Source: an optimization exercise on an open RTL-to-GDS flow (aim: small area and a short achievable clock period). Production flows keep margins and buffers that such runs may drop. Only simulation tests tie the RTL to the original design; equivalence was not proved. Power and IR drop assume default switching activity.

Setup of main:
==> flow/design.v <==
module mproc (input wire clk, reset, input wire [15:0] d_in, output wire [6:0] addr, output wire [15:0] d_out);
  reg  [6:0]   pc;
  reg  [10:0]  ir;       
  reg  [1:0]   cls;      
  reg  [127:0] rf;       
  reg  [15:0]  opa, opb; 
  reg          f, l, c;  
  wire e   = ~f & ~l;
  wire ld  = cls == 2'b10;
  wire ef  = e & ~ld;
  wire el  = e & ld;
  wire jmp = (cls == 2'b01) & ef;
  wire wr  = el | (ef & (cls == 2'b00));
  wire [7:0] sa = 8'd1 << d_in[2:0];
  wire [7:0] sb = 8'd1 << d_in[5:3];
  reg [15:0] ra, rb;
  integer k;
  always @* begin
    ra = 16'd0; rb = 16'd0;
    for (k = 0; k < 8; k = k + 1) begin
      ra = ra | (rf[16*k +: 16] & {16{sa[k]}});
      rb = rb | (rf[16*k +: 16] & {16{sb[k]}});
    end
  end
  wire [15:0] a = opa, b = opb;
  wire [1:0]  op = ir[10:9];
  wire [17:0] s2 = {1'b0, a, 1'b1} + {1'b0, b ^ {16{op[0]}}, op[0]};
  wire [16:0] s  = s2[17:1];
  wire [15:0] res = op[1] ? (op[0] ? (a | b) : (a & b)) : s[15:0];
  wire nz = |d_in[13:11];
  wire [1:0] cls_in = {d_in[15] | (~d_in[14] & nz), d_in[14] | (~d_in[15] & nz)};
  wire [15:0] wd = reset ? 16'd0 : (el ? d_in : res);
  wire [2:0]  wa = ir[8:6];
  wire        fs = f & ~reset;
  wire        ua = reset | f | (wr & (wa == ir[2:0]));
  wire        ub = reset | f | (wr & (wa == ir[5:3]));
  integer i;
  always @(posedge clk) begin
    c <= s[16];
    for (i = 0; i < 8; i = i + 1)
      if (reset | (wr & (wa == i))) rf[16*i +: 16] <= wd;
    if (ua) opa <= fs ? ra : wd;
    if (ub) opb <= fs ? rb : wd;
    if (reset) begin
      pc <= 7'd0; ir <= 11'd0; cls <= 2'b00; f <= 1'b1; l <= 1'b0; c <= 1'b0;
    end else begin
      if (el | f) pc <= pc + 7'd1;
      else if (jmp & c) pc <= pc - ir[6:0];
      if (f) begin ir <= d_in[10:0]; cls <= cls_in; end
      f <= l | ef;
      l <= el;
    end
  end
  assign addr  = pc;
  assign d_out = opa;
endmodule
export LEC_CHECK = 0
export ABC_AREA = 1
export CAP_MARGIN = 20
export CORE_MARGIN = 2
export CORE_UTILIZATION = 70
export SETUP_SLACK_MARGIN = 5.0
export SLEW_MARGIN = 20
create_clock -name core_clock -period 8.5 [get_ports {clk}]
run.sh (not shown) runs the stock make flow with config.mk's settings and CLKGATE_MAP_FILE= SYNTH_SCRIPT=/design/flow/synth_recipe.tcl, a recipe that flattens the netlist after the stock synthesis.
What the feature branch does differently from main at the input level:
- changing CORE_UTILIZATION from 70 to 40
[summary]
- Per the comparison of the feature branch with main, growth of design area from synthesis to finish went up by 2.2 points, worst setup slack went down by 0.023 ns, setup fix buffers added after clock tree synthesis went up by 2.
- Looking at met2 capacity usage during global routing, the feature branch sits below main.
- Per the comparison of the feature branch with main, total power moved down; post-layout utilization of the core lower.
- In the feature branch the combinational share of power turned out 0.7 points higher than in main.
- Final area is lower on main
- Summary: with main as the reference, mean number of vias per cell in the feature branch moved down by more than 10%.

---

mproc, a different RTL version from the one above (not shown whole).
Size: about 1100 cells after synthesis, ~41 I/O pins, about 9600 µm² of cells after synthesis.
Settings: LEC_CHECK=0, ABC_AREA=1, CAP_MARGIN=20, CORE_MARGIN=2, CORE_UTILIZATION=50, SETUP_SLACK_MARGIN=5.0, SLEW_MARGIN=20; clock period 8.5 ns.
standard.sh (not shown) runs the stock make flow with config.mk's settings and CLKGATE_MAP_FILE= SYNTH_SCRIPT=/design/flow/synth_recipe.tcl, a recipe that flattens the netlist after the stock synthesis.
==> flow/flow/run.sh <==
#!/bin/bash
# The standard layout, with repair_timing aiming for a larger setup margin and
# plain buffers on the ports.
set -euo pipefail
bash standard.sh SETUP_SLACK_MARGIN=5.8 "BUFFER_PORTS_ARGS=-buffer_cell sky130_fd_sc_hd__buf_2" finish > run_standard.log 2>&1
Then changed:
--- a/flow/config.mk
+++ b/flow/config.mk
@@ -11,0 +12 @@
+export CTS_BUF_LIST = sky130_fd_sc_hd__clkbuf_8
@@ -13,0 +15 @@
+export TNS_END_PERCENT = 0
Sequential power hardly moves.
Die area does not change.
Worst hold slack is better by 0.014 ns.
Non-clock buffer count fell by 31.
Global-route usage grows by 0.25 points.
Then changed:
--- a/flow/config.mk
+++ b/flow/config.mk
@@ -11 +11 @@
-export CORE_UTILIZATION = 50
+export CORE_UTILIZATION = 65
@@ -15 +14,0 @@
-export TNS_END_PERCENT = 0
Effect: Worst hold slack loses 0.011 ns. Die area went down by about a fifth. Routed wire length went down slightly. Setup slack gains 0.073 ns. Final area went up by a few percent. Area after synthesis does not change. Flip-flop and latch count is unchanged. Combinational power went up by a little under a tenth.
Then changed:
==> flow/run.sh (new file) <==
#!/bin/bash
# synth_recipe.tcl (not shown) runs the flow's synth.tcl, then flattens the netlist and writes it again
# the make line also repeats each setting of config.mk as NAME=value (left out here)
make -C /OpenROAD-flow-scripts/flow DESIGN_CONFIG=/design/flow/config.mk WORK_HOME=/design/flow/orfs CLKGATE_MAP_FILE= SYNTH_SCRIPT=/design/flow/synth_recipe.tcl finish
--- a/flow/config.mk
+++ b/flow/config.mk
@@ -11 +11 @@
-export CORE_UTILIZATION = 65
+export CORE_UTILIZATION = 50
removed: flow/flow/run.sh
removed: flow/standard.sh
After rerunning:
- The changed run completed without violations
- cell area is lower by 3.1%
- routed wire length drops by about 1.3%
- power came out lower by 0.89%
- sequential power fell by about 3%
Then changed:
==> flow/flow/run.sh (new file) <==
#!/bin/bash
# The standard layout, with repair_timing aiming for a larger setup margin and
# plain buffers on the ports.
set -euo pipefail
bash standard.sh SETUP_SLACK_MARGIN=5.8 "BUFFER_PORTS_ARGS=-buffer_cell sky130_fd_sc_hd__buf_2" finish > run_standard.log 2>&1
==> flow/standard.sh (new file) <==
#!/bin/bash
# synth_recipe.tcl (not shown) runs the flow's synth.tcl, then flattens the netlist and writes it again
# the make line also repeats each setting of config.mk as NAME=value (left out here)
make -C /OpenROAD-flow-scripts/flow DESIGN_CONFIG=/design/flow/config.mk WORK_HOME=/design/flow/orfs CLKGATE_MAP_FILE= SYNTH_SCRIPT=/design/flow/synth_recipe.tcl "${@:-finish}"
removed: flow/run.sh
Effect: The new run finished clean. Total power went up slightly. Core utilization went up by 3.6 points. Worst hold slack loses 0.026 ns. Cell area went up by a few percent.

-- separate check: timing with driven ports --
The results above use ideal ports. As a check the final layouts listed here were re-extracted and re-timed, cells and wires unchanged.
Step 1: set_driving_cell puts a clkbuf_16 on clk and a buf_2 on each other input, an assumption about the parent block.
Step 2 times the ports against the registers' clock, not the clock port: input delays grow and output delays shrink by t, the midpoint of the rising clock arrivals with the driver on.
Slacks: no drivers / after step 1 / after step 2; pairs: no drivers / after step 1.
| run | t (ns) | setup slack, ns | hold slack, ns | pins driven straight from the clock port |
|---|---|---|---|---|
| main | 0.479 | 5.068 / 5.087 / 4.608 | 0.502 / 0.502 / 0.502 | 1 |
| the feature branch | 0.480 | 5.045 / 5.075 / 4.595 | 0.510 / 0.510 / 0.510 | 1 |
| the first run of note 2 | 0.484 | 5.796 / 5.764 / 5.295 | 0.496 / 0.496 / 0.496 | 1 |
| the second run of note 2 | 0.504 | 5.679 / 5.664 / 5.171 | 0.510 / 0.510 / 0.510 | 1 |
| the third run of note 2 | 0.512 | 5.751 / 5.749 / 5.253 | 0.498 / 0.498 / 0.498 | 1 |
| the fourth run of note 2 | 0.510 | 5.077 / 5.093 / 4.583 | 0.516 / 0.516 / 0.516 | 1 |
| the fifth run of note 2 | 0.518 | 5.803 / 5.760 / 5.302 | 0.490 / 0.490 / 0.490 | 1 |
After both steps setup and hold are still met in every run listed. For the second run of note 2, which loses most, drivers alone change the setup slack by -0.015 ns; drivers and shift together by -0.508 ns.
